Source: an optimization exercise on an open RTL-to-GDS flow (aim: a short achievable clock period and few clock cycles). Production flows keep margins and buffers that such runs may drop. At most, simulation tests tie the RTL to the original design; equivalence was not proved. No functional check of the RTL was part of runs 1 and 2. Power and IR drop assume default switching activity.

$ cat flow/design.v
module cr16_core
       (input wire I_CLK,
        input wire I_NRESET,
        input wire [15:0] I_MEM_DATA,
        input wire [15:0] I_EXT_MEM_DATA,
        output wire [15:0] O_MEM_DATA,
        output wire [15:0] O_MEM_ADDRESS,
        output wire O_MEM_WRITE_ENABLE,
        output wire [15:0] O_EXT_MEM_DATA,
        output wire [15:0] O_EXT_MEM_ADDRESS,
        output wire O_EXT_MEM_WRITE_ENABLE);
function automatic [16:0] add16(input [15:0] a, input [15:0] b, input cin);
    reg [15:0] g, p, gn, pn, c;
    integer d, n;
    begin
        g = a & b;
        p = a ^ b;
        g[0] = g[0] | (p[0] & cin);
        for (d = 1; d < 16; d = d * 2) begin
            gn = g;
            pn = p;
            for (n = d; n < 16; n = n + 1) begin
                gn[n] = g[n] | (p[n] & g[n - d]);
                pn[n] = p[n] & p[n - d];
            end
            g = gn;
            p = pn;
        end
        c = {g[14:0], cin};
        add16 = {g[15], (a ^ b) ^ c};
    end
endfunction
function automatic [15:0] inc16(input [15:0] a);
    reg [15:0] c;
    integer d, n;
    begin
        c = a;                                   
        for (d = 1; d < 16; d = d * 2)
            for (n = 15; n >= d; n = n - 1)
                c[n] = c[n] & c[n - d];
        inc16 = a ^ {c[14:0], 1'b1};
    end
endfunction
function automatic [31:0] csa(input [15:0] a, input [15:0] b, input [15:0] c);
    reg [15:0] sm, cy;
    begin
        sm = a ^ b ^ c;
        cy = (a & b) | (a & c) | (b & c);
        csa = {cy[14:0], 1'b0, sm};
    end
endfunction
function automatic [15:0] add4(input [15:0] a, input [15:0] b, input [15:0] c, input [15:0] d);
    reg [31:0] x, y;
    reg [16:0] r;
    begin
        x = csa(a, b, c);
        y = csa(x[15:0], x[31:16], d);
        r = add16(y[15:0], y[31:16], 1'b0);
        add4 = r[15:0];
    end
endfunction
function automatic [15:0] mul4(input [15:0] a, input [3:0] b);
    begin
        mul4 = add4(b[0] ? a : 16'b0, b[1] ? a << 1 : 16'b0, b[2] ? a << 2 : 16'b0,
                    b[3] ? a << 3 : 16'b0);
    end
endfunction
reg [15:0][15:0] rf;      
reg [4:0] flags;          
reg [15:0] maddr, mwd;
reg mwe;
reg [15:0] xaddr, xwd;
reg xwe;
assign O_MEM_ADDRESS          = maddr;
assign O_MEM_DATA             = mwd;
assign O_MEM_WRITE_ENABLE     = mwe;
assign O_EXT_MEM_ADDRESS      = xaddr;
assign O_EXT_MEM_DATA         = xwd;
assign O_EXT_MEM_WRITE_ENABLE = xwe;
reg rq_f;                 
reg ar_f;                 
reg [15:0] ar_pc, ar_pc1;    
reg [15:0] fpc;           
reg [15:0] nextf;         
reg ar_pt;                
reg [15:0] ar_ptgt;
reg [31:0] btb_v;
reg [31:0][10:0] btb_tag;
reg [31:0][15:0] btb_tgt;
reg [31:0] btb_r;
reg bu_set, bu_clr, bu_r;
reg [4:0] bu_idx;
reg [10:0] bu_tag;
reg [15:0] bu_tgt;         
reg [3:0][15:0] ras;
reg [31:0] fidx;          
reg bt_v, bt_r;
reg [10:0] bt_tag;
reg [15:0] bt_tgt0;
integer j;
always @(*) begin
    bt_v   = 1'b0;
    bt_r   = 1'b0;
    bt_tag = 11'b0;
    bt_tgt0 = 16'b0;
    for (j = 0; j < 32; j = j + 1) begin
        bt_v   = bt_v | (fidx[j] & btb_v[j]);
        bt_tag = bt_tag | ({11{fidx[j]}} & btb_tag[j]);
        bt_r   = bt_r | (fidx[j] & btb_r[j]);
        bt_tgt0 = bt_tgt0 | ({16{fidx[j]}} & btb_tgt[j]);
    end
end
wire bt_hit = bt_v && bt_tag == fpc[15:5];
wire [15:0] bt_tgt = bt_r ? ras[0] : bt_tgt0;
wire [15:0] fpc_inc = inc16(fpc);
wire [15:0] succ = rq_f ? (bt_hit ? bt_tgt : fpc_inc) : nextf;
reg pend_v;               
reg [15:0] pend_tgt;
reg ret_q, ret_a;         
reg lq_v, lq_x, la_v, la_x, lq_c, la_c;
reg [3:0] lq_rd, la_rd;
reg [15:0] lq_cd, la_cd;
wire [15:0] ldata = la_c ? la_cd : la_x ? I_EXT_MEM_DATA : I_MEM_DATA;
reg [7:0] wc_v;
reg [15:0] sp1;           
reg sp1_ok;
reg [7:0][15:0] wc_a, wc_d;
reg [3:0][15:0] qi, qpc, qpc1, qptgt;
reg [3:0] qpt;
reg [3:0] qh, qt;
reg [2:0] qn;
reg ir_v, irpt;
reg [15:0] ir, irpc, r_pc1, irptgt;
reg e_v;
reg [15:0] opa, opx, opb, e_sd, e_tgt, e_pc, e_pc1, e_ptgt;
reg e_pt, e_chit, e_topa, e_lsf;
reg [15:0] e_cdata;
reg [3:0] sh;
reg [3:0] e_rd, e_ldrd, e_cc;
reg e_add, e_addc, e_sub, e_not, e_and, e_or, e_xor, e_lsh, e_rsh;
reg e_alu, e_mul, e_ssf, e_wrd;
reg e_push, e_call, e_store, e_pop, e_ret, e_load, e_loadx, e_storex, e_bc, e_jc;
reg m_v;                  
reg [3:0] m_rd;
reg [15:0] ma, mb, mp0, mp1, mp2, mp3;
reg wb_v;
reg [3:0] wb_rd;
reg [15:0] wb_d;
wire e_stall = 1'b0;
wire e_go    = e_v && !e_stall;
reg ctrue;
always @(*) begin
    case (e_cc)
        4'h0: ctrue = flags[3];
        4'h1: ctrue = !flags[3];
        4'h2: ctrue = flags[0];
        4'h3: ctrue = !flags[0];
        4'h4: ctrue = flags[2];
        4'h5: ctrue = !flags[2];
        4'h6: ctrue = !flags[4] && !flags[3];
        4'h7: ctrue = !flags[4];
        4'h8: ctrue = !flags[1] && !flags[3];
        4'h9: ctrue = !flags[1];
        4'hA: ctrue = flags[4];
        4'hB: ctrue = flags[4] || flags[3];
        4'hC: ctrue = flags[1];
        4'hD: ctrue = flags[1] || flags[3];
        4'hE: ctrue = 1'b1;
        default: ctrue = 1'b0;
    endcase
end
wire cin = e_sub || e_addc;
wire [16:0] sum = add16(opb, opx, cin);
wire z_sum = ((opb ^ opx) ^ {opb[14:0] | opx[14:0], cin}) == 16'b0;
wire [16:0] cmp_u = add16(opb, ~opa, 1'b0);
wire [16:0] cmp_s = add16({~opb[15], opb[14:0]}, {opa[15], ~opa[14:0]}, 1'b0);
wire b_gt_a  = cmp_u[16];
wire b_gt_as = cmp_s[16];
reg [15:0] alu_r, alu_o;
always @(*) begin
    alu_o = 16'b0;
    if (e_not) alu_o = ~opa;
    if (e_and) alu_o = opa & opb;
    if (e_or)  alu_o = opa | opb | {11'b0, e_lsf ? flags : 5'b0};    
    if (e_xor) alu_o = opa ^ opb;
    if (e_lsh) alu_o = opb << sh;
    if (e_rsh) alu_o = opb >> sh;
    alu_r = (e_add || e_sub) ? sum[15:0] : alu_o;
end
reg [4:0] alu_f;
always @(*) begin
    alu_f = 5'b0;
    alu_f[3] = (e_add || e_sub) ? z_sum : alu_o == 16'b0;
    if (e_add) begin
        alu_f[0] = sum[16];
        alu_f[1] = b_gt_a;
        alu_f[2] = (opa[15] == opb[15]) && (opa[15] != sum[15]);
        alu_f[4] = (opa[15] != opb[15] && sum[15]) || (opa[15] && opb[15]);
    end
    if (e_sub) begin
        alu_f[0] = b_gt_a;
        alu_f[1] = b_gt_a;
        alu_f[2] = (opa[15] != opb[15]) && (opa[15] == sum[15]);
        alu_f[4] = b_gt_as;
    end
    if (e_mul) alu_f = 5'b0;
end
wire [4:0] flags_n = (e_go && e_alu) ? alu_f : (e_go && e_ssf) ? opa[4:0] : flags;
wire [15:0] mul_r = add4(mp0, mp1, mp2, mp3);
wire e_we = e_go && e_wrd;
wire [3:0] e_wr = e_rd;
wire [15:0] e_wd = alu_r;
wire e_retm = e_ret && !e_chit;             
wire e_ctl  = e_bc || e_jc || e_call || e_ret;
wire taken  = ((e_bc || e_jc) && ctrue) || e_call || e_ret;
wire [15:0] e_rt = e_topa ? opa : e_tgt;     
wire tgt_ok = e_rt == e_ptgt;
wire mispr  = e_go && !e_retm && (taken ? !(e_pt && tgt_ok) : e_pt);
wire [15:0] fix_tgt = taken ? e_rt : e_pc1;
wire [15:0] e_wdat = e_call ? e_sd : opa;
wire t_call = e_go && e_call;
wire t_ret  = e_go && e_retm;
wire kill   = mispr || t_ret;
wire e_mw = e_go && (e_push || e_call || e_store);
wire e_mr = e_go && (((e_pop || e_load) && !e_chit) || e_retm);
wire [15:0] e_ma = (e_pop || e_ret) ? sum[15:0] : opb;
wire iv = ir_v;
reg [15:0] qh_i, qh_pc, qh_pc1, qh_ptgt;
reg qh_pt;
integer k;
always @(*) begin
    qh_i = 16'b0;
    qh_pc = 16'b0;
    qh_pc1 = 16'b0;
    qh_ptgt = 16'b0;
    qh_pt = 1'b0;
    for (k = 0; k < 4; k = k + 1) begin
        qh_i    = qh_i | ({16{qh[k]}} & qi[k]);
        qh_pc   = qh_pc | ({16{qh[k]}} & qpc[k]);
        qh_pc1  = qh_pc1 | ({16{qh[k]}} & qpc1[k]);
        qh_ptgt = qh_ptgt | ({16{qh[k]}} & qptgt[k]);
        qh_pt   = qh_pt | (qh[k] & qpt[k]);
    end
end
wire [3:0] op  = ir[15:12];
wire [3:0] ex  = ir[7:4];
wire [3:0] rdf = ir[11:8];
wire [3:0] rsf = ir[3:0];
wire op0 = op == 4'h0;
wire opf = op == 4'hF;
wire d_aluim  = op >= 4'h1 && op <= 4'h9;
wire d_arshi  = opf && ex == 4'h0;
wire d_alu    = op0 || d_aluim || d_arshi;
wire d_mul    = (op0 && ex == 4'h2) || op == 4'h3;
wire d_cmp    = (op0 && ex == 4'h4) || op == 4'h5;
wire d_mov    = opf && ex == 4'h1;
wire d_jc     = opf && ex == 4'h2;
wire d_call   = opf && ex == 4'h3;
wire d_ret    = opf && ex == 4'h4;
wire d_lpc    = opf && ex == 4'h5;
wire d_lsf    = opf && ex == 4'h6;
wire d_ssf    = opf && ex == 4'h7;
wire d_push   = opf && ex == 4'h8;
wire d_pop    = opf && ex == 4'h9;
wire d_load   = opf && ex == 4'hA;
wire d_store  = opf && ex == 4'hB;
wire d_loadx  = opf && ex == 4'hC;
wire d_storex = opf && ex == 4'hD;
wire d_movil  = op == 4'hA;
wire d_moviu  = op == 4'hB;
wire d_bc     = op == 4'hC;
wire d_calld  = op == 4'hD;
wire d_lsh    = op0 && (ex == 4'h9 || ex == 4'hA || ex == 4'hD || ex == 4'hE);
wire d_rsh    = (op0 && (ex == 4'hB || ex == 4'hC || ex == 4'hF)) || d_arshi;
wire imm_shift = (op0 && (ex == 4'hA || ex == 4'hC || ex == 4'hE)) || d_arshi;
wire a_reg = (op0 && !imm_shift) || d_mov || d_ssf ||   
             d_jc || d_call || d_push || d_store || d_storex;
wire u_rs = a_reg || d_jc || d_call || d_push || d_load || d_loadx || d_store || d_storex;
wire u_rd = d_alu || d_movil || d_moviu || d_store || d_storex || d_mov || d_lpc || d_lsf ||
            d_pop || d_load || d_loadx;
wire u_sp = d_push || d_pop || d_call || d_calld || d_ret;
wire d_pass = d_mov || d_movil || d_moviu || d_lpc || d_lsf;
wire r_sub = (op0 && (ex == 4'h3 || ex == 4'h4)) || op == 4'h4 || op == 4'h5 ||
             d_push || d_call || d_calld;
wire b_rs   = d_load || d_loadx;                       
wire [3:0] bsel = u_sp ? 4'd15 : b_rs ? rsf : rdf;
wire [15:0] ra_w = (wb_v && wb_rd == rsf) ? wb_d : (m_v && m_rd == rsf) ? mul_r : rf[rsf];
wire [15:0] rb_w = (wb_v && wb_rd == bsel) ? wb_d : (m_v && m_rd == bsel) ? mul_r : rf[bsel];
wire fa = e_we && e_wr == rsf;               
wire fb = e_we && e_wr == bsel;              
wire la_a = la_v && la_rd == rsf && !fa;     
wire la_b = la_v && la_rd == bsel && !fb;    
wire e_isld = e_v && (e_pop || e_load || e_loadx || e_mul);
function automatic hz(input v, input [3:0] r, input urs, input urd, input usp,
                      input [3:0] rs_, input [3:0] rd_);
    hz = v && ((urs && rs_ == r) || (urd && rd_ == r) || (usp && r == 4'd15));
endfunction
wire r_stall = hz(e_isld, e_ldrd, u_rs, u_rd, u_sp, rsf, rdf) ||
               hz(lq_v, lq_rd, u_rs, u_rd, u_sp, rsf, rdf) ||
               (d_mul && (fa || fb || la_a || la_b)) ||
               (d_ret && (fb || la_b || (wb_v && wb_rd == 4'd15)));
wire issue = iv && !r_stall && !e_stall && !kill;
wire r_pbr = d_ret || d_calld || (d_bc && rdf != 4'hF && (ir[7] || rdf == 4'hE));
wire rdr = iv && !irpt && r_pbr && !kill;
wire [15:0] ras_eff = (e_go && e_call) ? e_pc1 : (e_go && e_ret) ? ras[1] : ras[0];
wire lk_sp = d_pop || d_ret;
wire sp_cur = !fb && !la_b && !(wb_v && wb_rd == 4'd15) && !(m_v && m_rd == 4'd15) && sp1_ok;    
wire [15:0] lk_a = sp1;
wire lk_fwd = !sp_cur;
wire e_wr_hit = e_mw && opb == lk_a;
wire c_hit = wc_v[lk_a[2:0]] && wc_a[lk_a[2:0]] == lk_a;
wire r_hit = lk_sp && !lk_fwd && (e_wr_hit || c_hit);
wire [15:0] r_cd = e_wr_hit ? e_wdat : wc_d[lk_a[2:0]];
reg [15:0] opa_e;
always @(*) begin
    if (d_movil)
        opa_e = {rb_w[15:8], ir[7:0]};
    else if (d_moviu)
        opa_e = {ir[7:0], rb_w[7:0]};
    else if (d_lpc)
        opa_e = irpc;
    else if (imm_shift)
        opa_e = {12'b0, ir[3:0]};
    else if (d_aluim && op <= 4'h5)
        opa_e = {{8{ir[7]}}, ir[7:0]};
    else if (d_aluim)
        opa_e = {8'b0, ir[7:0]};
    else if (d_lsf)
        opa_e = 16'b0;
    else
        opa_e = ra_w;
end
wire a_hi_f = (a_reg && fa) || (d_movil && fb);
wire a_lo_f = (a_reg && fa) || (d_moviu && fb);
wire a_hi_l = (a_reg && la_a) || (d_movil && la_b);
wire a_lo_l = (a_reg && la_a) || (d_moviu && la_b);
wire [15:0] opa_d, opa_n, opx_d;
assign opa_n[15:8] = a_hi_l ? ldata[15:8] : opa_e[15:8];
assign opa_n[7:0]  = a_lo_l ? ldata[7:0] : opa_e[7:0];
assign opa_d[15:8] = a_hi_f ? e_wd[15:8] : opa_n[15:8];
assign opa_d[7:0]  = a_lo_f ? e_wd[7:0] : opa_n[7:0];
wire [15:0] subm = {16{r_sub}};
wire [15:0] opx_sp = r_sub ? 16'hFFFE : 16'h0001;
assign opx_d[15:8] = (a_hi_f && !u_sp) ? e_wd[15:8] ^ subm[15:8] :
                     u_sp ? opx_sp[15:8] : opa_n[15:8] ^ subm[15:8];
assign opx_d[7:0]  = (a_lo_f && !u_sp) ? e_wd[7:0] ^ subm[7:0] :
                     u_sp ? opx_sp[7:0] : opa_n[7:0] ^ subm[7:0];
wire [15:0] opb_d = (fb && !d_pass) ? e_wd : d_pass ? 16'b0 : la_b ? ldata : rb_w;
wire sd_call = d_call || d_calld;
wire [15:0] sd_d = r_pc1;
wire [15:0] r_disp = d_bc ? {{8{ir[7]}}, ir[7:0]} : {{4{ir[11]}}, ir[11:0]};
wire t_imm = d_bc || d_calld;
wire [16:0] t8_s = add16({8'b0, r_pc1[7:0]}, {8'b0, ir[7:0]}, 1'b0);
wire [8:0] t8_lo = t8_s[8:0];
wire [7:0] p1_hi = r_pc1[15:8];
wire [7:0] p1_hi_inc = p1_hi + 8'd1;
wire [7:0] p1_hi_dec = p1_hi - 8'd1;
wire [7:0] t8_hi = (ir[7] == t8_lo[8]) ? p1_hi : t8_lo[8] ? p1_hi_inc : p1_hi_dec;
wire [16:0] t12_s = add16({4'b0, r_pc1[11:0]}, {4'b0, ir[11:0]}, 1'b0);
wire [12:0] t12_lo = t12_s[12:0];
wire [3:0] p1_h4 = r_pc1[15:12];
wire [3:0] t12_hi = (ir[11] == t12_lo[12]) ? p1_h4 : t12_lo[12] ? p1_h4 + 4'd1 : p1_h4 - 4'd1;
wire [15:0] r_tgt = d_bc ? {t8_hi, t8_lo[7:0]} : {t12_hi, t12_lo[11:0]};
wire [15:0] r_ptgt = d_ret ? ras_eff : r_tgt;
wire [15:0] tgt_d = d_ret ? r_cd : r_tgt;
wire a_pt = ar_pt;
wire [15:0] a_ptgt = ar_ptgt;
wire enq = ar_f && !kill && !rdr;
wire ar_f_n = rq_f && !kill && !rdr;
wire [3:0] held = {1'b0, qn} + {3'b0, ir_v};
wire room = ({2'b0, ar_f} + {2'b0, rq_f} + {1'b0, held}) <= 4'd4;
wire ir_take = issue || !ir_v;          
wire q_deq = ir_take && qn != 3'd0;    
wire q_enq = enq && !(ir_take && qn == 3'd0);
integer i;
always @(posedge I_CLK or negedge I_NRESET) begin
    if (!I_NRESET) begin
        rf       <= '0;
        flags    <= 5'b0;
        maddr    <= 16'b0;
        mwd      <= 16'b0;
        mwe      <= 1'b0;
        xaddr    <= 16'b0;
        xwd      <= 16'b0;
        xwe      <= 1'b0;
        rq_f     <= 1'b0;
        ar_f     <= 1'b1;
        ar_pc    <= 16'b0;
        ar_pc1   <= 16'd1;
        fpc      <= 16'b0;
        fidx     <= 32'b1;
        nextf    <= 16'd1;
        ar_pt    <= 1'b0;
        ar_ptgt  <= 16'b0;
        btb_v    <= 32'b0;
        btb_tag  <= '0;
        btb_tgt  <= '0;
        btb_r    <= 32'b0;
        bu_set   <= 1'b0;
        bu_clr   <= 1'b0;
        bu_r     <= 1'b0;
        bu_idx   <= 5'b0;
        bu_tag   <= 11'b0;
        bu_tgt   <= 16'b0;
        ras      <= '0;
        qpt      <= 4'b0;
        ir_v     <= 1'b0;
        irpt     <= 1'b0;
        ir       <= 16'b0;
        irpc     <= 16'b0;
        r_pc1    <= 16'b0;
        irptgt   <= 16'b0;
        qptgt    <= '0;
        e_pc     <= 16'b0;
        e_pc1    <= 16'b0;
        e_ptgt   <= 16'b0;
        e_pt     <= 1'b0;
        e_chit   <= 1'b0;
        e_topa   <= 1'b0;
        e_lsf    <= 1'b0;
        e_cdata  <= 16'b0;
        lq_c     <= 1'b0;
        la_c     <= 1'b0;
        lq_cd    <= 16'b0;
        la_cd    <= 16'b0;
        wc_v     <= 8'b0;
        sp1      <= 16'd1;
        sp1_ok   <= 1'b1;
        wc_a     <= '0;
        wc_d     <= '0;
        pend_v   <= 1'b0;
        pend_tgt <= 16'b0;
        ret_q    <= 1'b0;
        ret_a    <= 1'b0;
        lq_v     <= 1'b0;
        lq_x     <= 1'b0;
        lq_rd    <= 4'b0;
        la_v     <= 1'b0;
        la_x     <= 1'b0;
        la_rd    <= 4'b0;
        qh       <= 4'b1;
        qt       <= 4'b1;
        qn       <= 3'b0;
        qi       <= '0;
        qpc      <= '0;
        qpc1     <= '0;
        e_v      <= 1'b0;
        opa      <= 16'b0;
        opx      <= 16'b0;
        opb      <= 16'b0;
        e_sd     <= 16'b0;
        e_tgt    <= 16'b0;
        sh       <= 4'b0;
        e_rd     <= 4'b0;
        e_ldrd   <= 4'b0;
        e_cc     <= 4'b0;
        {e_add, e_addc, e_sub, e_not, e_and, e_or, e_xor, e_lsh, e_rsh} <= 9'b0;
        {e_alu, e_mul, e_ssf, e_wrd} <= 4'b0;
        {e_push, e_call, e_store, e_pop, e_ret, e_load, e_loadx, e_storex, e_bc, e_jc} <= 10'b0;
        m_v      <= 1'b0;
        m_rd     <= 4'b0;
        ma       <= 16'b0;
        mb       <= 16'b0;
        mp0      <= 16'b0;
        mp1      <= 16'b0;
        mp2      <= 16'b0;
        mp3      <= 16'b0;
        wb_v     <= 1'b0;
        wb_rd    <= 4'b0;
        wb_d     <= 16'b0;
    end
    else begin
        for (i = 0; i < 16; i = i + 1) begin
            if (wb_v && wb_rd == i)
                rf[i] <= wb_d;
            else if (m_v && m_rd == i)
                rf[i] <= mul_r;
            else if (la_v && la_rd == i)
                rf[i] <= ldata;
        end
        if (wb_v && wb_rd == 4'd15) begin
            sp1    <= inc16(wb_d);
            sp1_ok <= 1'b1;
        end
        else if ((la_v && la_rd == 4'd15) || (m_v && m_rd == 4'd15))
            sp1_ok <= 1'b0;
        wb_v  <= e_we;
        wb_rd <= e_wr;
        wb_d  <= e_wd;
        flags <= flags_n;
        m_v  <= e_go && e_mul;
        m_rd <= e_rd;
        if (e_go && e_mul) begin
            mp0 <= mul4(ma, mb[3:0]);
            mp1 <= mul4(ma << 4, mb[7:4]);
            mp2 <= mul4(ma << 8, mb[11:8]);
            mp3 <= mul4(ma << 12, mb[15:12]);
        end
        lq_v  <= e_go && (e_pop || e_load || e_loadx);
        lq_c  <= e_chit && !e_loadx;
        lq_cd <= e_cdata;
        la_c  <= lq_c;
        la_cd <= lq_cd;
        if (e_mw) begin
            wc_v[opb[2:0]] <= 1'b1;
            wc_a[opb[2:0]] <= opb;
            wc_d[opb[2:0]] <= e_wdat;
        end
        lq_x  <= e_loadx;
        lq_rd <= e_ldrd;
        la_v  <= lq_v;
        la_x  <= lq_x;
        la_rd <= lq_rd;
        ret_q <= t_ret;
        ret_a <= ret_q;
        xwe <= e_go && e_storex;
        if (e_go && (e_loadx || e_storex)) begin
            xaddr <= opb;
            xwd   <= opa;
        end
        ar_f    <= ar_f_n;
        ar_pc   <= fpc;
        ar_pc1  <= fpc_inc;
        ar_pt   <= bt_hit;
        ar_ptgt <= bt_tgt;
        if (t_call && mispr) begin
            pend_v   <= 1'b1;
            pend_tgt <= e_rt;
        end
        mwe   <= e_mw;
        rq_f  <= 1'b0;
        nextf <= rdr ? r_ptgt : succ;
        if (e_mw || e_mr) begin
            maddr <= e_ma;
            mwd   <= e_wdat;
        end
        else if (mispr) begin
            maddr <= fix_tgt;
            fpc   <= fix_tgt;
            fidx   <= 32'b1 << fix_tgt[4:0];
            rq_f  <= 1'b1;
        end
        else if (rdr) begin
            maddr <= r_ptgt;
            fpc   <= r_ptgt;
            fidx  <= 32'b1 << r_ptgt[4:0];
            rq_f  <= 1'b1;
        end
        else if (pend_v) begin
            pend_v <= 1'b0;
            maddr  <= pend_tgt;
            fpc    <= pend_tgt;
            fidx    <= 32'b1 << pend_tgt[4:0];
            rq_f   <= 1'b1;
        end
        else if (ret_a) begin
            maddr <= I_MEM_DATA;
            fpc   <= I_MEM_DATA;
            fidx   <= 32'b1 << I_MEM_DATA[4:0];
            rq_f  <= 1'b1;
        end
        else if (!ret_q && room) begin
            maddr <= succ;
            fpc   <= succ;
            fidx   <= 32'b1 << succ[4:0];
            rq_f  <= 1'b1;
        end
        if (e_go && e_call)
            ras <= {ras[2:0], e_pc1};
        else if (e_go && e_ret)
            ras <= {ras[3], ras[3:1]};
        bu_set <= e_go && e_ctl && taken;
        bu_clr <= e_go && e_ctl && !taken && e_pt;
        bu_idx <= e_pc[4:0];
        bu_tag <= e_pc[15:5];
        bu_tgt <= e_rt;
        bu_r   <= e_ret;
        if (bu_set) begin
            btb_v[bu_idx]   <= 1'b1;
            btb_tag[bu_idx] <= bu_tag;
            btb_tgt[bu_idx] <= bu_tgt;
            btb_r[bu_idx]   <= bu_r;
        end
        else if (bu_clr)
            btb_v[bu_idx] <= 1'b0;
        for (i = 0; i < 4; i = i + 1) begin
            if (enq && qt[i]) begin    
                qi[i]    <= I_MEM_DATA;
                qpc[i]   <= ar_pc;
                qpc1[i]  <= ar_pc1;
                qpt[i]   <= a_pt;
                qptgt[i] <= a_ptgt;
            end
        end
        if (kill) begin
            qh <= 4'b1;
            qt <= 4'b1;
            qn <= 3'b0;
            ir_v <= 1'b0;
        end
        else if (rdr) begin
            qh <= 4'b1;
            qt <= 4'b1;
            qn <= 3'b0;
            if (issue)
                ir_v <= 1'b0;
            else begin
                irpt   <= 1'b1;
                irptgt <= r_ptgt;
            end
        end
        else begin
            if (q_enq) qt <= {qt[2:0], qt[3]};
            if (q_deq) qh <= {qh[2:0], qh[3]};
            qn <= q_deq ? (q_enq ? qn : qn - 3'd1) : (q_enq ? qn + 3'd1 : qn);
            if (ir_take) begin
                ir_v <= qn != 3'd0 || enq;
                if (qn != 3'd0) begin
                    ir     <= qh_i;
                    irpc   <= qh_pc;
                    r_pc1  <= qh_pc1;
                    irptgt <= qh_ptgt;
                    irpt   <= qh_pt;
                end
                else begin
                    ir     <= I_MEM_DATA;
                    irpc   <= ar_pc;
                    r_pc1  <= ar_pc1;
                    irptgt <= a_ptgt;
                    irpt   <= a_pt;
                end
            end
        end
        if (!e_stall && d_mul) begin
            ma <= opa_e;
            mb <= rb_w;
        end
        if (!e_stall && (d_lsh || d_rsh))
            sh <= opa_d[3:0];
        if (kill)
            e_v <= 1'b0;
        else if (!e_stall) begin
            e_v <= issue;
            begin
                opa    <= opa_d;
                opx    <= opx_d;
                opb    <= opb_d;
                e_sd   <= sd_d;
                e_tgt  <= tgt_d;
                e_topa <= d_jc || d_call;
                e_lsf  <= d_lsf;
                e_pc   <= irpc;
                e_pc1  <= r_pc1;
                e_pt   <= irpt || rdr;
                e_ptgt <= rdr ? r_ptgt : irptgt;
                e_chit <= r_hit;
                e_cdata <= r_cd;
                e_rd   <= u_sp ? 4'd15 : rdf;
                e_ldrd <= rdf;
                e_cc   <= rdf;
                e_add  <= (op0 && (ex == 4'h0 || ex == 4'h1)) || op == 4'h1 || op == 4'h2 ||
                          d_pop || d_ret;
                e_addc <= (op0 && ex == 4'h1) || op == 4'h2;
                e_sub  <= r_sub;
                e_not  <= (op0 && ex == 4'h5) || op == 4'h6;
                e_and  <= (op0 && ex == 4'h6) || op == 4'h7;
                e_or   <= (op0 && ex == 4'h7) || op == 4'h8 || d_pass;
                e_xor  <= (op0 && ex == 4'h8) || op == 4'h9;
                e_lsh  <= d_lsh;
                e_rsh  <= d_rsh;
                e_alu  <= d_alu;
                e_mul  <= d_mul;
                e_ssf  <= d_ssf;
                e_wrd  <= (d_alu && !d_cmp && !d_mul) || d_pass || u_sp;
                e_push   <= d_push;
                e_call   <= d_call || d_calld;
                e_store  <= d_store;
                e_pop    <= d_pop;
                e_ret    <= d_ret;
                e_load   <= d_load;
                e_loadx  <= d_loadx;
                e_storex <= d_storex;
                e_bc     <= d_bc;
                e_jc     <= d_jc;
            end
        end
    end
end
endmodule
$ cat flow/flow/run.sh
#!/bin/bash
# Layout flow: the standard flow, with the delay cells (clkdlybuf4s*, dlygate4sd*,
# dlymetal6s*) kept out of the layout steps so that buffering and resizing use ordinary buffers.
# The synthesis is the standard one, unchanged. Each step's full output goes to its own log here.
set -euo pipefail
DU="sky130_fd_sc_hd__probe_p_8 sky130_fd_sc_hd__probec_p_8 sky130_fd_sc_hd__lpflow_bleeder_1 sky130_fd_sc_hd__lpflow_clkbufkapwr_1 sky130_fd_sc_hd__lpflow_clkbufkapwr_16 sky130_fd_sc_hd__lpflow_clkbufkapwr_2 sky130_fd_sc_hd__lpflow_clkbufkapwr_4 sky130_fd_sc_hd__lpflow_clkbufkapwr_8 sky130_fd_sc_hd__lpflow_clkinvkapwr_1 sky130_fd_sc_hd__lpflow_clkinvkapwr_16 sky130_fd_sc_hd__lpflow_clkinvkapwr_2 sky130_fd_sc_hd__lpflow_clkinvkapwr_4 sky130_fd_sc_hd__lpflow_clkinvkapwr_8 sky130_fd_sc_hd__lpflow_decapkapwr_12 sky130_fd_sc_hd__lpflow_decapkapwr_3 sky130_fd_sc_hd__lpflow_decapkapwr_4 sky130_fd_sc_hd__lpflow_decapkapwr_6 sky130_fd_sc_hd__lpflow_decapkapwr_8 sky130_fd_sc_hd__lpflow_inputiso0n_1 sky130_fd_sc_hd__lpflow_inputiso0p_1 sky130_fd_sc_hd__lpflow_inputiso1n_1 sky130_fd_sc_hd__lpflow_inputiso1p_1 sky130_fd_sc_hd__lpflow_inputisolatch_1 sky130_fd_sc_hd__lpflow_isobufsrc_1 sky130_fd_sc_hd__lpflow_isobufsrc_16 sky130_fd_sc_hd__lpflow_isobufsrc_2 sky130_fd_sc_hd__lpflow_isobufsrc_4 sky130_fd_sc_hd__lpflow_isobufsrc_8 sky130_fd_sc_hd__lpflow_isobufsrckapwr_16 sky130_fd_sc_hd__lpflow_lsbuf_lh_hl_isowell_tap_1 sky130_fd_sc_hd__lpflow_lsbuf_lh_hl_isowell_tap_2 sky130_fd_sc_hd__lpflow_lsbuf_lh_hl_isowell_tap_4 sky130_fd_sc_hd__lpflow_lsbuf_lh_isowell_4 sky130_fd_sc_hd__lpflow_lsbuf_lh_isowell_tap_1 sky130_fd_sc_hd__lpflow_lsbuf_lh_isowell_tap_2 sky130_fd_sc_hd__lpflow_lsbuf_lh_isowell_tap_4  sky130_fd_sc_hd__clkdlybuf4s15_1 sky130_fd_sc_hd__clkdlybuf4s15_2 sky130_fd_sc_hd__clkdlybuf4s18_1 sky130_fd_sc_hd__clkdlybuf4s18_2 sky130_fd_sc_hd__clkdlybuf4s25_1 sky130_fd_sc_hd__clkdlybuf4s25_2 sky130_fd_sc_hd__clkdlybuf4s50_1 sky130_fd_sc_hd__clkdlybuf4s50_2 sky130_fd_sc_hd__dlygate4sd1_1 sky130_fd_sc_hd__dlygate4sd2_1 sky130_fd_sc_hd__dlygate4sd3_1 sky130_fd_sc_hd__dlymetal6s2s_1 sky130_fd_sc_hd__dlymetal6s4s_1 sky130_fd_sc_hd__dlymetal6s6s_1"
bash standard.sh synth > run_synth.log 2>&1
bash standard.sh "DONT_USE_CELLS=$DU" finish > run_layout.log 2>&1
$ cat flow/standard.sh
#!/bin/bash
# synth_recipe.tcl (not shown) runs the flow's synth.tcl, then flattens the netlist and writes it again
# the make line also repeats each setting of config.mk as NAME=value (left out here)
make -C /OpenROAD-flow-scripts/flow DESIGN_CONFIG=/design/flow/config.mk WORK_HOME=/design/flow/orfs CLKGATE_MAP_FILE= SYNTH_SCRIPT=/design/flow/synth_recipe.tcl "${@:-finish}"
$ cat flow/config.mk
export PLATFORM = sky130hd
export DESIGN_NAME = cr16_core
export DESIGN_NICKNAME = cr16_core
export VERILOG_FILES = /design/flow/design.v
export SDC_FILE = /design/flow/constraint.sdc
export NUM_CORES = 4
export LEC_CHECK = 0
export CAP_MARGIN = 80
export CORE_MARGIN = 2
export CORE_UTILIZATION = 40
export SLEW_MARGIN = 40
$ cat flow/constraint.sdc
create_clock -name core_clock -period 15.0 [get_ports {I_CLK}]
set_input_delay 3.0000 -clock core_clock [delete_from_list [all_inputs] [get_ports {I_CLK}]]
set_output_delay 3.0000 -clock core_clock [all_outputs]
set_load 0.01 [all_outputs]
==> flow_metrics.py, run 1 <==
metrics = {
    "power_and_ir_drop": {
        "pwr-share-comb_pct": 50.1,
        "p_clk_share_pct": 20.5,
        "swShare_pct": 44.5,
        "leakagePower_nw": 69.6,
        "p_int_mw": 19.2,
        "p_seq_share_pct": 29.4,
        "vdd_ir_drop_max_uv": 136,
        "power.total_mw": 34.5,
        "power.density_nw_per_um2": 227,
        "power_switching_mw": 15.4,
    },
    "clock_network": {
        "cts_tree": "built",
        "cts_buffer_depth": 4,
        "post_cts_buffers": 0,
        "clk-insertion-delay-late_ps": 940,
        "cts_made_buffers": 276,
        "cts-hold-fix-buffers": 0,
        "cts-root-buf": "clkbuf_16",
        "cts.reportedPaths.clkPinSlew_ps": 60,
        "cts_resized": 0,
        "h-tree-depth": 5,
        "clock_sinks": 2414,
    },
    "synthesis": {
        "yosys.area_share.xor_xnor_pct": 1.61,
        "async_reset_ff_share_pct": 100,
        "muxShareOfSynthArea_pct": 14.1,
        "synth_compound_area_share_pct": 18.0,
        "synth_top_family_by_area": "compound AO/OA/AOI/OAI gates",
        "synth_edf_count": 0,
        "ys_seq_area_share_pct": 49.7,
        "synth_area_leaders": "dfrtp_1 (50%), mux2_2 (9.8%), nand2_1 (3.8%)",
        "ys_warn_count": 1,
        "synth.avg_cell_area_um2": 10.8,
        "yosys.area_share.simple_pct": 10.1,
        "synth_top_area_share_pct": 49.5,
        "synth_area_um2": 122000,
        "synth.distinct_cells": 118,
        "synth_top_area_cell": "dfrtp_1",
        "syn-instance-count": 11246,
        "ys_seq_elements": 2414,
        "synthAdderAreaFrac_pct": 2.92,
        "synth_nets": 11519,
        "synthFlopType": "dfrtp_1",
    },
    "global_routing": {
        "grt_pass1_wl_um": 774000,
        "grt_pass1_vias": 109499,
        "met3_usage_pct": 7.84,
        "grt_usage_pct": 34.0,
        "met2_usage_pct": 52.7,
        "grt_busiest_layer": "met2",
        "grt_max_degree": 151,
        "use_met1_pct": 42.6,
        "antenna_found_initial": 24,
        "gr-total-overflow": 0,
    },
    "worst_setup_path": {
        "cp.required_ps": 15780,
        "cp-start-kind": "flop",
        "path_class": "reg2reg",
        "cp_max_fo": 10,
        "crit_arrival_ps": 6480,
        "crit_path_end_kind": "flop",
    },
    "outcome": {
        "status": "no timing/DRC/antenna violations",
    },
    "place": {
        "place.gp.congestion": 1.02,
        "dpl_cell_area_um2": 142000,
        "port_buffers": 99,
        "hpwl_um": 419000,
    },
    "floorplanning": {
        "core_um2": 303000,
        "dieWidth_um": 555,
        "pin_count": 100,
        "row_count": 202,
        "die_h_um": 555,
        "dieArea_um2": 308000,
        "start_util_pct": 40.2,
    },
    "drt": {
        "drc": 0,
        "via_per_inst": 6.32,
        "ant_nets": 0,
        "vias": 109756,
        "dr.pass1.iters": 11,
        "wl_per_cell_um": 30.9,
        "totalWireLength_um": 536000,
        "initialDrtViolationCount": 15098,
    },
    "finish": {
        "nets": 13420,
        "final_area_um2": 152000,
        "area_growth_pct": 25.3,
        "fillerInstances": 26848,
        "final_layout_size_suffix_gt1_share_pct": 30.4,
        "final_util_pct": 50.3,
    },
    "timing": {
        "setup_viol": 0,
        "tightestPinTransition_ps": 594,
        "grt_setup_unrepaired": "no",
        "drv_slew": 0,
        "fin_crit_ps": 5690,
        "holdWs_ps": 332,
        "min_period_over_period_pct": 38.0,
        "skew_ps": 72.7,
        "setup_tns_ps": 0,
        "relSlewSlack_pct": 60.4,
        "finalHoldViolations": 0,
        "max_freq_mhz": 176,
    },
    "min_path": {
        "hp-class": "reg2reg",
    },
    "flow_run": {
        "maxCapViolations": 0,
    },
}
==> per-stage QoR <==
step           setup slack [ps]  instances
5_1_grt                    9050      17347
4_1_cts                    9480      17281
3_3_place_gp               8570      14730
3_5_place_dp               9200      16784
2_1_floorplan             10580      11246
6_report                   9310      17356
==> cells by family (layout without fill, tap and decap cells) <==
group	after synthesis	after routing
flops	2414	2414
compound gates	3196	3196
fa+ha+maj	239	239
xor+xnor	222	222
buf+inv	1086	3206
other cells	0	12
mux	1391	1391
simple gates	2698	2698
==> flip-flops by register name (all words and copies together), names as in the netlist, 128 cells and up, named ones only <==
signal   count
wc_a       128
btb_tag    352
wc_d       128
btb_tgt    512
rf         256
==> cell type report <==
type	count	area, µm²	share of cell area [%]
diodes	12	30.0	0.0197
clock buffers	407	8210	5.39
clock inverters	90	1180	0.777
inverters	170	638	0.419
multi-input cells	7746	57800	38.0
flip-flops and latches	2414	60500	39.7
well taps	3978	4980	3.27
repair buffers	2539	18900	12.4
==> synth_stat cells, types with 83 or more instances <==
library cell	n
clkbuf_1	716
nand3_1	171
a221oi_1	162
dfrtp_1	2406
xnor2_1	122
nand2_1	1229
nor3_1	106
xor2_1	99
o21a_1	107
mux2_2	1057
nor2_1	587
mux4_2	153
inv_1	164
a22oi_1	536
ha_1	165
o21ai_0	819
and2_1	159
a222oi_1	150
a211oi_1	83
a21oi_1	484
nand4_1	125
buf_1	89
mux2i_1	179
a22o_1	225
==> power by group through the flow <==
stage	sequential [mW]	clock [mW]	combinational, mW
after floorplan	9.29	0	8.52
final	10.1	7.09	17.3
after CTS	10.1	7.13	16.6
after global placement	11.1	0	12.5
after global routing	10.2	7.40	18.0
after detailed placement	10.1	0	16.5
==> metal layers <==
layer  vias up  part of all wire, %
met5         -                0.024
met4        22                  8.0
met3      1892                   10
met2      7116                   45
met1     55413                   37
li1      45313                    -
==> cell usage in the layout (no fill, tap or decap), types with 107 or more instances in the layout <==
cell type / count
buf_4: 559
nand4_1: 125
buf_8: 154
and2_1: 154
nand2_1: 1200
a222oi_1: 150
a22oi_1: 534
nand3_1: 158
buf_6: 185
buf_2: 993
o21a_1: 107
nor2_1: 560
a21oi_1: 480
mux2i_1: 163
buf_1: 432
a221oi_1: 162
ha_1: 164
dfrtp_1: 2357
clkbuf_16: 287
buf_12: 167
mux2_2: 1057
a22o_1: 225
o21ai_0: 809
inv_1: 164
mux4_2: 153
xnor2_1: 119
==> critical path: stages (launching register included) <==
cell and delay (ps):
dfrtp_1 460, buf_4 210, nand4_2 100, buf_4 190
buf_1 290, buf_2 250, buf_2 210, nor4_1 100
buf_1 120, a21oi_2 170, buf_2 200, buf_2 190
nand2_2 160, o211ai_2 340, buf_2 260, a21oi_1 140
o221ai_2 320, buf_2 250, o21ai_4 70, buf_4 190
nand2_1 160, inv_1 70, fa_1 370, or3_1 370
mux2i_1 170, xnor2_1 160, nor2_1 60
==> worst paths after layout <==
kind,start,endpoint,slack [ps],cells after the start
worst max register to register,ir[14],qn[2],9310,26
worst min register to register,lq_cd[5],la_cd[5],330,0
max in group asynchronous,I_NRESET,xaddr[3],10170,9
min in group asynchronous,I_NRESET,btb_tag[226],1960,1
worst max-delay path,ir[14],qn[2],9310,26
worst min-delay path,lq_cd[5],la_cd[5],330,0
==> run 2, diff against run 1 <==
--- a/flow/config.mk
+++ b/flow/config.mk
@@ -8,4 +8,4 @@
 export CAP_MARGIN = 80
 export CORE_MARGIN = 2
 export CORE_UTILIZATION = 40
-export SLEW_MARGIN = 40
+export SLEW_MARGIN = 60
==> run 2 against run 1 <==
Still clean on timing, DRC and antenna. Count of clock-buffer cells in the layout fell by 14. Maximum frequency is 2.6% higher. Sequential share of layout area rose by 0.39 points. Sequential power barely moved. First-iteration DRC count fell by 5.4%. Total power hardly changed. Utilization fell by 0.38 points. Critical path type unchanged. Critical endpoint unchanged.
==> flow_metrics.py, run 2 <==
metrics = {
    "worst_setup_path": {
        "cp-start-kind": "flop",
        "slowest_delay_ps": 440,
        "crit_top_cell": "buf_2",
        "reg2reg_depth": 22,
        "cp.required_ps": 15800,
        "crit_chain": "buf_4 -> and4_1 -> buf_2 -> buf_1 -> buf_2 -> a31oi_1 -> buf_1 -> or3_1 -> a211oi_2 -> o221a_2 -> a21oi_1 -> o221ai_2 -> buf_2 -> o21ai_4 -> buf_4 -> nand2_1 -> inv_1 -> fa_1 -> or3_1 -> mux2i_1 -> xnor2_1 -> nor2_1",
        "crit_path_end_kind": "flop",
        "cpMaxStageDelayCell": "dfrtp_1",
        "cp_max_fo": 10,
        "crit_arrival_ps": 6350,
        "path_class": "reg2reg",
        "crit_start": "ir[12]",
        "worstReg2RegStart": "ir[12]",
    },
    "drt": {
        "ant_nets": 0,
        "totalWireLength_um": 532000,
        "wl_per_cell_um": 31.7,
        "via_per_inst": 6.39,
        "initialDrtViolationCount": 14278,
        "dr.pass1.iters": 15,
        "drc": 0,
        "vias": 107224,
    },
    "finish": {
        "final_layout_size_suffix_gt1_share_pct": 30.4,
        "largest_register_ffs": 512,
        "top_register": "btb_tgt",
        "top_regs": "btb_tgt: 512 flops, btb_tag: 352 flops, rf: 256 flops",
        "nets": 12834,
        "area_growth_pct": 24.3,
        "mostFrequentLayoutCells": "dfrtp_1 (2298), nand2_1 (1160), mux2_2 (1057)",
        "fillerInstances": 26815,
        "layout_commonest_cell": "dfrtp_1",
    },
    "floorplanning": {
        "dieWidth_um": 555,
        "dieArea_um2": 308000,
        "row_count": 202,
        "pin_count": 100,
        "die_h_um": 555,
        "core_um2": 303000,
        "start_util_pct": 40.2,
    },
    "global_routing": {
        "met3_usage_pct": 7.46,
        "use_met1_pct": 42.9,
        "grt_busiest_layer": "met2",
        "antenna_found_initial": 31,
        "grt_pass1_wl_um": 766000,
        "grt_max_degree": 81,
        "met2_usage_pct": 51.7,
        "gr-total-overflow": 0,
        "grt_pass1_vias": 106471,
        "grt_usage_pct": 33.8,
    },
    "timing": {
        "drv_slew": 0,
        "setup_viol": 0,
        "fin_crit_ps": 5550,
        "skew_ps": 66.2,
        "finalHoldViolations": 0,
        "max_freq_mhz": 180,
        "grt_setup_unrepaired": "no",
        "setup_tns_ps": 0,
        "relSlewSlack_pct": 60.7,
        "min_period_over_period_pct": 37.0,
        "setup_ws_ps": 9450,
        "tightestPinTransition_ps": 590,
    },
    "clock_network": {
        "cts_buffer_depth": 4,
        "clock_sinks": 2414,
        "cts-hold-fix-buffers": 0,
        "cts_resized": 0,
        "h-tree-depth": 5,
        "post_cts_buffers": 0,
        "cts_made_buffers": 276,
        "cts_tree": "built",
        "cts-root-buf": "clkbuf_16",
        "clk-insertion-delay-late_ps": 960,
        "cts.reportedPaths.clkPinSlew_ps": 60,
    },
    "synthesis": {
        "ys_seq_area_share_pct": 49.7,
        "synth_edf_count": 0,
        "synth_common_cells": "dfrtp_1 (2406), nand2_1 (1229), mux2_2 (1057)",
        "syn-instance-count": 11246,
        "ys_seq_elements": 2414,
        "synth_area_leaders": "dfrtp_1 (50%), mux2_2 (9.8%), nand2_1 (3.8%)",
        "synth_top_area_share_pct": 49.5,
        "ys_warn_count": 1,
        "synth_nets": 11519,
        "synthFlopType": "dfrtp_1",
        "synth.avg_cell_area_um2": 10.8,
        "synth_top_area_cell": "dfrtp_1",
        "synth.distinct_cells": 118,
        "synth_area_um2": 122000,
        "yosysMostFrequentCell": "dfrtp_1",
        "async_reset_ff_share_pct": 100,
    },
    "flow_run": {
        "maxCapViolations": 0,
    },
    "power_and_ir_drop": {
        "p_int_mw": 19.1,
        "power.total_mw": 34.5,
        "power_switching_mw": 15.4,
        "p_clk_share_pct": 20.8,
        "vdd_ir_drop_max_uv": 168,
        "power.density_nw_per_um2": 228,
        "leakagePower_nw": 68.3,
        "p_seq_share_pct": 29.8,
        "swShare_pct": 44.6,
        "pwr-share-comb_pct": 49.5,
    },
    "place": {
        "port_buffers": 99,
        "hpwl_um": 406000,
        "place.gp.congestion": 1.02,
        "pre_cts_ws_ps": 9050,
    },
    "min_path": {
        "hp-class": "reg2reg",
        "hp-start": "lq_cd[5]",
        "hold_path_depth": 0,
    },
    "outcome": {
        "status": "no timing/DRC/antenna violations",
    },
}
==> run 2: area by class of cell <==
class / instances / area (µm²) / share of cell area (%)
sequential: 2414 / 60600 / 40.1
multi-input combinational: 7746 / 58900 / 39.0
timing repair buffer: 1953 / 16400 / 10.9
clock buffer: 393 / 8100 / 5.36
tap: 3978 / 4980 / 3.29
clock inverter: 106 / 1400 / 0.927
inverter: 170 / 639 / 0.423
antenna: 12 / 30.0 / 0.0199
==> run 2: kinds of logic after synthesis <==
logic type / share of synthesized area [%]
DFF: 49.7
buffers and inverters: 3.57
muxes: 14.1
xor gates and xnor gates: 1.61
adders and majority gates: 2.92
AOI/OAI and AO/OA: 18.0
and+or+nand+nor: 10.1
==> run 2: critical path: cells and delay by family, from the launching register on <==
kind,cells,cell delay [ps]
AND/OR/NAND/NOR,5,1280
adder cells (fa/ha/maj),1,390
XOR/XNOR,1,160
flip-flops,1,440
AO/OA/AOI/OAI,6,1370
buffers and inverters,8,1580
multiplexers,1,200
==> run 2: routing by layer <==
| layer | vias to the layer above | wire, µm |
|---|---|---|
| met5 | - | 64 |
| met4 | 10 | 43900 |
| met3 | 1805 | 53500 |
| met2 | 6863 | 235000 |
| met1 | 54424 | 199000 |
| li1 | 44122 | - |
==> run 2: power groups by stage <==
stage / Sequential (mW) / Clock (mW) / Combinational (mW)
2_1_floorplan: 9.29 / 0 / 8.52
3_3_place_gp: 11.1 / 0 / 12.5
3_5_place_dp: 10.3 / 0 / 16.4
4_1_cts: 10.2 / 7.21 / 16.5
5_1_grt: 10.4 / 7.49 / 17.8
6_report: 10.3 / 7.16 / 17.1
==> run 2: through the flow <==
stage               hold slack, ps  instance area [µm²]  util [%]  cells
floorplan                      331               122000         -  11246
global placement               334               125000      41.4  14730
detailed placement             336               141000      46.6  16198
CTS                            349               150000      49.7  16697
global route                   353               151000      49.9  16763
finish                         346               151000      49.9  16772
==> run 2: worst paths after layout <==
| kind | end | slack, ps |
|---|---|---|
| max | qn[2] | 9450 |
| max in group asynchronous | rf[84] | 10050 |
| min in group asynchronous | btb_tag[182] | 2020 |
| max reg2reg | qn[2] | 9450 |
| min reg2reg | la_cd[5] | 350 |
| min | la_cd[5] | 350 |
==> run 3, diff against run 2 <==
--- a/flow/design.v
+++ b/flow/design.v
@@ -49,6 +49,41 @@
         csa = {cy[14:0], 1'b0, sm};
     end
 endfunction
+function automatic [63:0] mulcs16(input [15:0] a, input [15:0] b);
+    reg [15:0][15:0] r;
+    reg [31:0] t0, t1, t2, t3, t4, t5, t6, t7, t8, t9, t10, t11;
+    begin
+        r[0] = b[0] ? a << 0 : 16'b0;
+        r[1] = b[1] ? a << 1 : 16'b0;
+        r[2] = b[2] ? a << 2 : 16'b0;
+        r[3] = b[3] ? a << 3 : 16'b0;
+        r[4] = b[4] ? a << 4 : 16'b0;
+        r[5] = b[5] ? a << 5 : 16'b0;
+        r[6] = b[6] ? a << 6 : 16'b0;
+        r[7] = b[7] ? a << 7 : 16'b0;
+        r[8] = b[8] ? a << 8 : 16'b0;
+        r[9] = b[9] ? a << 9 : 16'b0;
+        r[10] = b[10] ? a << 10 : 16'b0;
+        r[11] = b[11] ? a << 11 : 16'b0;
+        r[12] = b[12] ? a << 12 : 16'b0;
+        r[13] = b[13] ? a << 13 : 16'b0;
+        r[14] = b[14] ? a << 14 : 16'b0;
+        r[15] = b[15] ? a << 15 : 16'b0;
+        t0 = csa(r[0], r[1], r[2]);
+        t1 = csa(r[3], r[4], r[5]);
+        t2 = csa(r[6], r[7], r[8]);
+        t3 = csa(r[9], r[10], r[11]);
+        t4 = csa(r[12], r[13], r[14]);
+        t5 = csa(t0[15:0], t0[31:16], t1[15:0]);
+        t6 = csa(t1[31:16], t2[15:0], t2[31:16]);
+        t7 = csa(t3[15:0], t3[31:16], t4[15:0]);
+        t8 = csa(t5[15:0], t5[31:16], t6[15:0]);
+        t9 = csa(t6[31:16], t7[15:0], t7[31:16]);
+        t10 = csa(t8[15:0], t8[31:16], t9[15:0]);
+        t11 = csa(t9[31:16], t4[31:16], r[15]);
+        mulcs16 = {t11[31:16], t11[15:0], t10[31:16], t10[15:0]};
+    end
+endfunction
 function automatic [15:0] add4(input [15:0] a, input [15:0] b, input [15:0] c, input [15:0] d);
     reg [31:0] x, y;
     reg [16:0] r;
@@ -59,12 +94,6 @@
         add4 = r[15:0];
     end
 endfunction
-function automatic [15:0] mul4(input [15:0] a, input [3:0] b);
-    begin
-        mul4 = add4(b[0] ? a : 16'b0, b[1] ? a << 1 : 16'b0, b[2] ? a << 2 : 16'b0,
-                    b[3] ? a << 3 : 16'b0);
-    end
-endfunction
 reg [15:0][15:0] rf;      
 reg [4:0] flags;          
 reg [15:0] maddr, mwd;
@@ -142,7 +171,7 @@
 reg e_push, e_call, e_store, e_pop, e_ret, e_load, e_loadx, e_storex, e_bc, e_jc;
 reg m_v;                  
 reg [3:0] m_rd;
-reg [15:0] ma, mb, mp0, mp1, mp2, mp3;
+reg [15:0] ma, mb, mp0, mp1, mp2, mp3;    
 reg wb_v;
 reg [3:0] wb_rd;
 reg [15:0] wb_d;
@@ -353,13 +382,17 @@
 wire [16:0] t8_s = add16({8'b0, r_pc1[7:0]}, {8'b0, ir[7:0]}, 1'b0);
 wire [8:0] t8_lo = t8_s[8:0];
 wire [7:0] p1_hi = r_pc1[15:8];
-wire [7:0] p1_hi_inc = p1_hi + 8'd1;
-wire [7:0] p1_hi_dec = p1_hi - 8'd1;
+wire [15:0] p1_hi_i16 = inc16({8'b0, p1_hi});
+wire [15:0] p1_hi_d16 = ~inc16({8'hFF, ~p1_hi});    
+wire [7:0] p1_hi_inc = p1_hi_i16[7:0];
+wire [7:0] p1_hi_dec = p1_hi_d16[7:0];
 wire [7:0] t8_hi = (ir[7] == t8_lo[8]) ? p1_hi : t8_lo[8] ? p1_hi_inc : p1_hi_dec;
 wire [16:0] t12_s = add16({4'b0, r_pc1[11:0]}, {4'b0, ir[11:0]}, 1'b0);
 wire [12:0] t12_lo = t12_s[12:0];
 wire [3:0] p1_h4 = r_pc1[15:12];
-wire [3:0] t12_hi = (ir[11] == t12_lo[12]) ? p1_h4 : t12_lo[12] ? p1_h4 + 4'd1 : p1_h4 - 4'd1;
+wire [15:0] p1_h4_i16 = inc16({12'b0, p1_h4});
+wire [15:0] p1_h4_d16 = ~inc16({12'hFFF, ~p1_h4});
+wire [3:0] t12_hi = (ir[11] == t12_lo[12]) ? p1_h4 : t12_lo[12] ? p1_h4_i16[3:0] : p1_h4_d16[3:0];
 wire [15:0] r_tgt = d_bc ? {t8_hi, t8_lo[7:0]} : {t12_hi, t12_lo[11:0]};
 wire [15:0] r_ptgt = d_ret ? ras_eff : r_tgt;
 wire [15:0] tgt_d = d_ret ? r_cd : r_tgt;
@@ -370,6 +403,9 @@
 wire [3:0] held = {1'b0, qn} + {3'b0, ir_v};
 wire room = ({2'b0, ar_f} + {2'b0, rq_f} + {1'b0, held}) <= 4'd4;
 wire ir_take = issue || !ir_v;          
+wire [2:0] qn_p1 = {qn[1] & qn[0], qn[1] ^ qn[0], ~qn[0]};           
+wire [2:0] qn_m1 = {1'b0, qn[2] | (qn[1] & qn[0]), ~qn[0]};           
+wire ir_ld = (iv && !r_stall && !e_stall) || !ir_v;
 wire q_deq = ir_take && qn != 3'd0;    
 wire q_enq = enq && !(ir_take && qn == 3'd0);
 integer i;
@@ -491,10 +527,7 @@
         m_v  <= e_go && e_mul;
         m_rd <= e_rd;
         if (e_go && e_mul) begin
-            mp0 <= mul4(ma, mb[3:0]);
-            mp1 <= mul4(ma << 4, mb[7:4]);
-            mp2 <= mul4(ma << 8, mb[11:8]);
-            mp3 <= mul4(ma << 12, mb[15:12]);
+            {mp3, mp2, mp1, mp0} <= mulcs16(ma, mb);
         end
         lq_v  <= e_go && (e_pop || e_load || e_loadx);
         lq_c  <= e_chit && !e_loadx;
@@ -612,25 +645,24 @@
         else begin
             if (q_enq) qt <= {qt[2:0], qt[3]};
             if (q_deq) qh <= {qh[2:0], qh[3]};
-            qn <= q_deq ? (q_enq ? qn : qn - 3'd1) : (q_enq ? qn + 3'd1 : qn);
+            qn <= (q_deq == q_enq) ? qn : q_enq ? qn_p1 : qn_m1;
             if (ir_take) begin
                 ir_v <= qn != 3'd0 || enq;
                 if (qn != 3'd0) begin
-                    ir     <= qh_i;
-                    irpc   <= qh_pc;
-                    r_pc1  <= qh_pc1;
                     irptgt <= qh_ptgt;
                     irpt   <= qh_pt;
                 end
                 else begin
-                    ir     <= I_MEM_DATA;
-                    irpc   <= ar_pc;
-                    r_pc1  <= ar_pc1;
                     irptgt <= a_ptgt;
                     irpt   <= a_pt;
                 end
             end
         end
+        if (ir_ld) begin
+            ir    <= (qn != 3'd0) ? qh_i : I_MEM_DATA;
+            irpc  <= (qn != 3'd0) ? qh_pc : ar_pc;
+            r_pc1 <= (qn != 3'd0) ? qh_pc1 : ar_pc1;
+        end
         if (!e_stall && d_mul) begin
             ma <= opa_e;
             mb <= rb_w;
--- a/flow/config.mk
+++ b/flow/config.mk
@@ -5,7 +5,7 @@
 export SDC_FILE = /design/flow/constraint.sdc
 export NUM_CORES = 4
 export LEC_CHECK = 0
-export CAP_MARGIN = 80
+export CAP_MARGIN = 60
 export CORE_MARGIN = 2
 export CORE_UTILIZATION = 40
 export SLEW_MARGIN = 60
==> run 3 against run 2 <==
Still clean on timing, DRC and antenna. Die area fell by 0.42%. Non-clock buffer count decreased by 1353. Combinational power down 9%. Design area down 8.2%. Maximum frequency down 5.1%. Utilization decreased by 3.8 points. Flip-flop and latch count shrank 6.
==> flow_metrics.py, run 3 <==
metrics = {
    "min_path": {
        "hp-class": "reg2reg",
        "hold_path_depth": 0,
    },
    "synthesis": {
        "synth_top_area_share_pct": 49.6,
        "syn-instance-count": 11196,
        "synth_common_cells": "dfrtp_1 (2400), mux2_2 (1087), nand2_1 (1047)",
        "synth_nets": 11472,
        "yosysMostFrequentCell": "dfrtp_1",
        "synth.avg_cell_area_um2": 10.8,
        "synth.distinct_cells": 110,
        "synthFlopType": "dfrtp_1",
        "synth_edf_count": 0,
        "ys_seq_elements": 2408,
        "synth_top_area_cell": "dfrtp_1",
        "ys_warn_count": 1,
        "ys_seq_area_share_pct": 49.8,
        "synth_area_leaders": "dfrtp_1 (50%), mux2_2 (10%), a22oi_1 (3.7%)",
        "async_reset_ff_share_pct": 100,
        "synth_area_um2": 121000,
    },
    "finish": {
        "layout_commonest_cell": "dfrtp_1",
        "mostFrequentLayoutCells": "dfrtp_1 (2287), mux2_2 (1085), nand2_1 (989)",
        "final_util_pct": 46.2,
        "top_regs": "btb_tgt: 512 flops, btb_tag: 352 flops, rf: 256 flops",
        "largest_register_ffs": 512,
        "final_layout_size_suffix_gt1_share_pct": 23.3,
        "top_register": "btb_tgt",
        "nets": 11421,
        "final_area_um2": 139000,
        "area_growth_pct": 14.6,
    },
    "clock_network": {
        "cts_resized": 0,
        "cts_tree": "built",
        "cts_made_buffers": 274,
        "clock_sinks": 2408,
        "cts_buffer_depth": 4,
        "cts-root-buf": "clkbuf_16",
        "clk-insertion-delay-late_ps": 930,
        "cts.reportedPaths.clkPinSlew_ps": 60,
        "post_cts_buffers": 0,
        "h-tree-depth": 5,
        "cts-hold-fix-buffers": 0,
    },
    "floorplanning": {
        "pin_count": 100,
        "die_h_um": 554,
        "start_util_pct": 40.3,
        "dieWidth_um": 554,
        "core_um2": 301000,
        "dieArea_um2": 307000,
        "row_count": 201,
    },
    "drt": {
        "via_per_inst": 6.56,
        "vias": 100651,
        "totalWireLength_um": 519000,
        "dr.pass1.iters": 14,
        "wl_per_cell_um": 33.8,
        "ant_nets": 0,
        "drc": 0,
        "initialDrtViolationCount": 13006,
    },
    "worst_setup_path": {
        "crit_path_end_kind": "flop",
        "path_class": "reg2reg",
        "crit_arrival_ps": 6650,
        "cp.required_ps": 15800,
        "reg2reg_depth": 15,
        "cp_max_fo": 17,
        "cp-start-kind": "flop",
    },
    "timing": {
        "setup_viol": 0,
        "grt_setup_unrepaired": "no",
        "finalHoldViolations": 0,
        "tightestPinTransition_ps": 705,
        "min_period_over_period_pct": 39.0,
        "skew_ps": 93.4,
        "drv_slew": 0,
        "setup_tns_ps": 0,
        "relSlewSlack_pct": 53.0,
        "max_freq_mhz": 171,
        "fin_crit_ps": 5850,
        "setup_ws_ps": 9150,
    },
    "global_routing": {
        "grt_pass1_wl_um": 738000,
        "grt_pass1_vias": 98981,
        "grt_max_degree": 81,
        "antenna_found_initial": 21,
        "gr-total-overflow": 0,
        "grt_usage_pct": 33.0,
    },
    "place": {
        "pre_cts_ws_ps": 9220,
        "port_buffers": 99,
        "dpl_cell_area_um2": 129000,
        "hpwl_um": 362000,
        "place.gp.congestion": 1.00,
    },
    "power_and_ir_drop": {
        "power.density_nw_per_um2": 250,
        "vdd_ir_drop_max_uv": 154,
        "leakagePower_nw": 61.3,
    },
    "flow_run": {
        "maxCapViolations": 0,
    },
    "outcome": {
        "status": "no timing/DRC/antenna violations",
    },
}
run 3: changes by cell type in the layout (fill, tap and decap cells not counted), sizes merged, moves of 94 or more:
cell | before | now
a222oi | 150 | 51
nor2 | 588 | 788
a22o | 227 | 374
o21ai | 878 | 784
nand2 | 1233 | 1048
buf | 1912 | 589
run 3: through the flow:
step           power [mW]  instances  hold slack, ps
2_1_floorplan        19.7      11196             331
3_3_place_gp         26.0      14689             333
3_5_place_dp         27.0      14800             337
4_1_cts              34.0      15295             343
5_1_grt              36.0      15324             342
6_report             34.7      15334             340
run 3: where the power goes:
group / leakage, nW / internal (mW) / switching, mW
Combinational: 25.4 / 5.55 / 9.96
Sequential: 31.4 / 8.89 / 3.32
Clock: 4.52 / 4.05 / 2.94
run 3: worst paths after layout:
kind / start / end / slack [ps]
min in group asynchronous: I_NRESET / mp1[7] / 1990
setup reg to reg: fidx[28] / fidx[20] / 9150
setup / recovery: fidx[28] / fidx[20] / 9150
hold / removal: e_pc[0] / bu_idx[0] / 340
max in group asynchronous: I_NRESET / rf[84] / 10710
hold reg to reg: e_pc[0] / bu_idx[0] / 340
run 3: kinds of logic after synthesis:
group | Yosys count | share of synthesized area (%)
AO/OA/AOI/OAI | 3115 | 17.7
buffers and inverters | 1128 | 3.61
adder cells (fa/ha/maj) | 242 | 3.05
flip-flops | 2408 | 49.8
AND/OR/NAND/NOR | 2694 | 9.97
multiplexers | 1393 | 14.3
XOR/XNOR | 216 | 1.60
run 3: per-layer routing:
| metal | share of wire (%) | wire length [µm] | up-vias | track usage (%) |
|---|---|---|---|---|
| met5 | 0.023 | 121 | - | 0 |
| met4 | 6.9 | 35900 | 14 | 18.6 |
| met3 | 11 | 55700 | 1591 | 8.55 |
| met2 | 43 | 225000 | 6321 | 49.3 |
| met1 | 39 | 202000 | 51760 | 43.4 |
| li1 | - | - | 40965 | - |
run 3: worst max-delay path: stages (launching register included):
cell and delay, ps:
dfrtp_4 670, buf_2 410, a22oi_1 260, nand4_1 160, nor4_2 300, buf_1 430, xor2_1 190, nand4_1 400
nand3b_1 470, buf_2 360, mux2i_1 200, o21a_1 160, a2bb2oi_1 430, nor2b_1 570, nand2_1 370, o21ai_0 310
run 3: layout make-up:
class	instances	area (µm²)
Timing Repair Buffer	600	4740
Inverter	201	762
Clock buffer	383	7750
Clock inverter	112	1500
Multi-Input combinational cell	7660	58500
Fill cell	27306	162000
Sequential cell	2408	60500
Antenna cell	12	30.0
Tap cell	3958	4950
Testbench counts of run 3, summed over its fixed seeds: cycles 300,005.
==> run 4, diff against run 3 <==
--- a/flow/config.mk
+++ b/flow/config.mk
@@ -5,7 +5,7 @@
 export SDC_FILE = /design/flow/constraint.sdc
 export NUM_CORES = 4
 export LEC_CHECK = 0
-export CAP_MARGIN = 60
+export CAP_MARGIN = 80
 export CORE_MARGIN = 2
 export CORE_UTILIZATION = 40
 export SLEW_MARGIN = 60
==> run 4 against run 3 <==
Still clean on timing, DRC and antenna. Register-to-register slack improved by 340 ps. First-iteration DRC count increased by 8.2%. Maximum frequency increased by 6.2%. Worst hold slack improved by 4.7 ps. Synthesized cell count unchanged. Critical endpoint is now opx[0].
==> flow_metrics.py, run 4 <==
metrics = {
    "outcome": {
        "status": "no timing/DRC/antenna violations",
    },
    "floorplanning": {
        "pin_count": 100,
        "core_um2": 301000,
        "die_h_um": 554,
        "dieWidth_um": 554,
        "row_count": 201,
        "dieArea_um2": 307000,
        "start_util_pct": 40.3,
    },
    "finish": {
        "seqCellArea_um2": 60500,
        "nets": 12843,
        "fillerInstances": 26349,
        "area_growth_pct": 24.3,
        "multi_input_area_um2": 58300,
        "top_register": "btb_tgt",
        "top_regs": "btb_tgt: 512 flops, btb_tag: 352 flops, rf: 256 flops",
        "largest_register_ffs": 512,
        "layout_commonest_cell": "dfrtp_1",
        "final_layout_size_suffix_gt1_share_pct": 30.3,
    },
    "worst_setup_path": {
        "path_class": "reg2reg",
        "crit_path_end_kind": "flop",
        "crit_arrival_ps": 6290,
        "worstReg2RegStart": "ir[13]",
        "cp.required_ps": 15790,
        "cp-start-kind": "flop",
        "crit_start": "ir[13]",
    },
    "clock_network": {
        "clk-insertion-delay-late_ps": 920,
        "cts_resized": 0,
        "h-tree-depth": 5,
        "cts-root-buf": "clkbuf_16",
        "cts-hold-fix-buffers": 0,
        "clock_sinks": 2408,
    },
    "drt": {
        "drc": 0,
        "via_per_inst": 6.41,
        "wl_per_cell_um": 31.6,
        "initialDrtViolationCount": 14076,
        "dr.pass1.iters": 10,
    },
    "place": {
        "hpwl_um": 404000,
        "place.gp.congestion": 1.00,
        "dpl_cell_area_um2": 141000,
        "port_buffers": 99,
    },
    "timing": {
        "grt_setup_unrepaired": "no",
        "skew_ps": 72.6,
        "setup_tns_ps": 0,
        "fin_crit_ps": 5510,
        "max_freq_mhz": 182,
        "finalHoldViolations": 0,
        "setup_viol": 0,
        "drv_slew": 0,
        "min_period_over_period_pct": 36.7,
    },
    "flow_run": {
        "maxCapViolations": 0,
    },
    "global_routing": {
        "grt_pass1_wl_um": 761000,
        "antenna_found_initial": 22,
        "grt_pass1_vias": 105687,
        "gr-total-overflow": 0,
    },
    "power_and_ir_drop": {
        "p_clk_share_pct": 18.6,
        "pwr-share-comb_pct": 51.4,
        "vdd_ir_drop_max_uv": 154,
        "leakagePower_nw": 68.2,
        "swShare_pct": 45.1,
        "p_int_mw": 20.4,
    },
    "synthesis": {
        "synth_top_area_cell": "dfrtp_1",
        "synth.avg_cell_area_um2": 10.8,
        "synth_area_leaders": "dfrtp_1 (50%), mux2_2 (10%), a22oi_1 (3.7%)",
        "syn-instance-count": 11196,
        "yosysMostFrequentCell": "dfrtp_1",
        "synthFlopType": "dfrtp_1",
        "ys_warn_count": 1,
        "synth_edf_count": 0,
        "synth_nets": 11472,
        "ys_seq_area_share_pct": 49.8,
    },
    "min_path": {
        "hp-start": "lq_cd[13]",
    },
}
run 4: cell counts after synthesis:
Identical to the previous run, type by type.
run 4: area by class of cell:
cell class,count,area share [%]
diodes,10,0.0166
clock buffers,385,5.24
clock inverters,97,0.818
inverters,201,0.505
multi-input cells,7660,38.7
flip-flops and latches,2408,40.2
well taps,3958,3.29
repair buffers,2021,11.2
run 4: through the flow:
| stage | utilization (%) | std cells | setup slack, ps | power [mW] | hold WS, ps |
|---|---|---|---|---|---|
| after global placement | 41.6 | 14689 | 7250 | 26.0 | 333 |
| after detailed placement | 46.8 | 16184 | 9550 | 29.4 | 335 |
| after global routing | 50.1 | 16731 | 9320 | 38.5 | 355 |
| after floorplan | - | 11196 | 10650 | 19.7 | 331 |
| final | 50.1 | 16740 | 9490 | 37.2 | 345 |
| after CTS | 49.8 | 16666 | 9630 | 36.5 | 348 |
run 4: worst paths after layout:
| path | endpoint | slack, ps | cells past startpoint |
|---|---|---|---|
| max | opx[0] | 9490 | 22 |
| min | la_cd[13] | 340 | 0 |
| max reg2reg | opx[0] | 9490 | 22 |
| min reg2reg | la_cd[13] | 340 | 0 |
| max in group asynchronous | btb_tgt[28] | 10460 | 10 |
| min in group asynchronous | mp0[9] | 1990 | 1 |
run 4: routing by layer:
metal	track usage (%)	vias to the layer above	wire, µm	part of all wire (%)
li1	-	43838	-	-
met3	8.21	1895	56300	11
met4	20.0	28	38900	7.3
met2	50.8	7111	231000	44
met5	0	-	213	0.040
met1	43.8	54388	203000	38
run 4: critical path, stage by stage (launching register included):
cell,delay [ps]
dfrtp_1,500
buf_4,230
and4_2,340
buf_6,190
a21bo_2,320
nand2_1,100
buf_6,210
buf_12,210
nand2_2,170
buf_4,210
o31ai_1,110
o211ai_1,340
buf_2,220
buf_2,130
buf_8,160
o311a_1,360
a2bb2oi_1,360
buf_1,200
nand3b_1,140
o2111ai_1,150
buf_2,180
or4_1,470
o211ai_1,100
run 4: power groups by stage:
stage,clock network [mW],registers [mW],logic [mW]
after floorplan,0,10.1,9.58
after global placement,0,12.0,14.1
after detailed placement,0,11.1,18.3
after CTS,7.00,11.1,18.4
after global routing,7.26,11.3,20.0
final,6.94,11.2,19.1
run 4: kinds of logic after synthesis:
kind of cell             share of synthesized area [%]
adder cells (fa/ha/maj)                           3.05
multiplexers                                      14.3
AO/OA/AOI/OAI                                     17.7
XOR/XNOR                                          1.60
flip-flops                                        49.8
buffers and inverters                             3.61
AND/OR/NAND/NOR                                   9.97
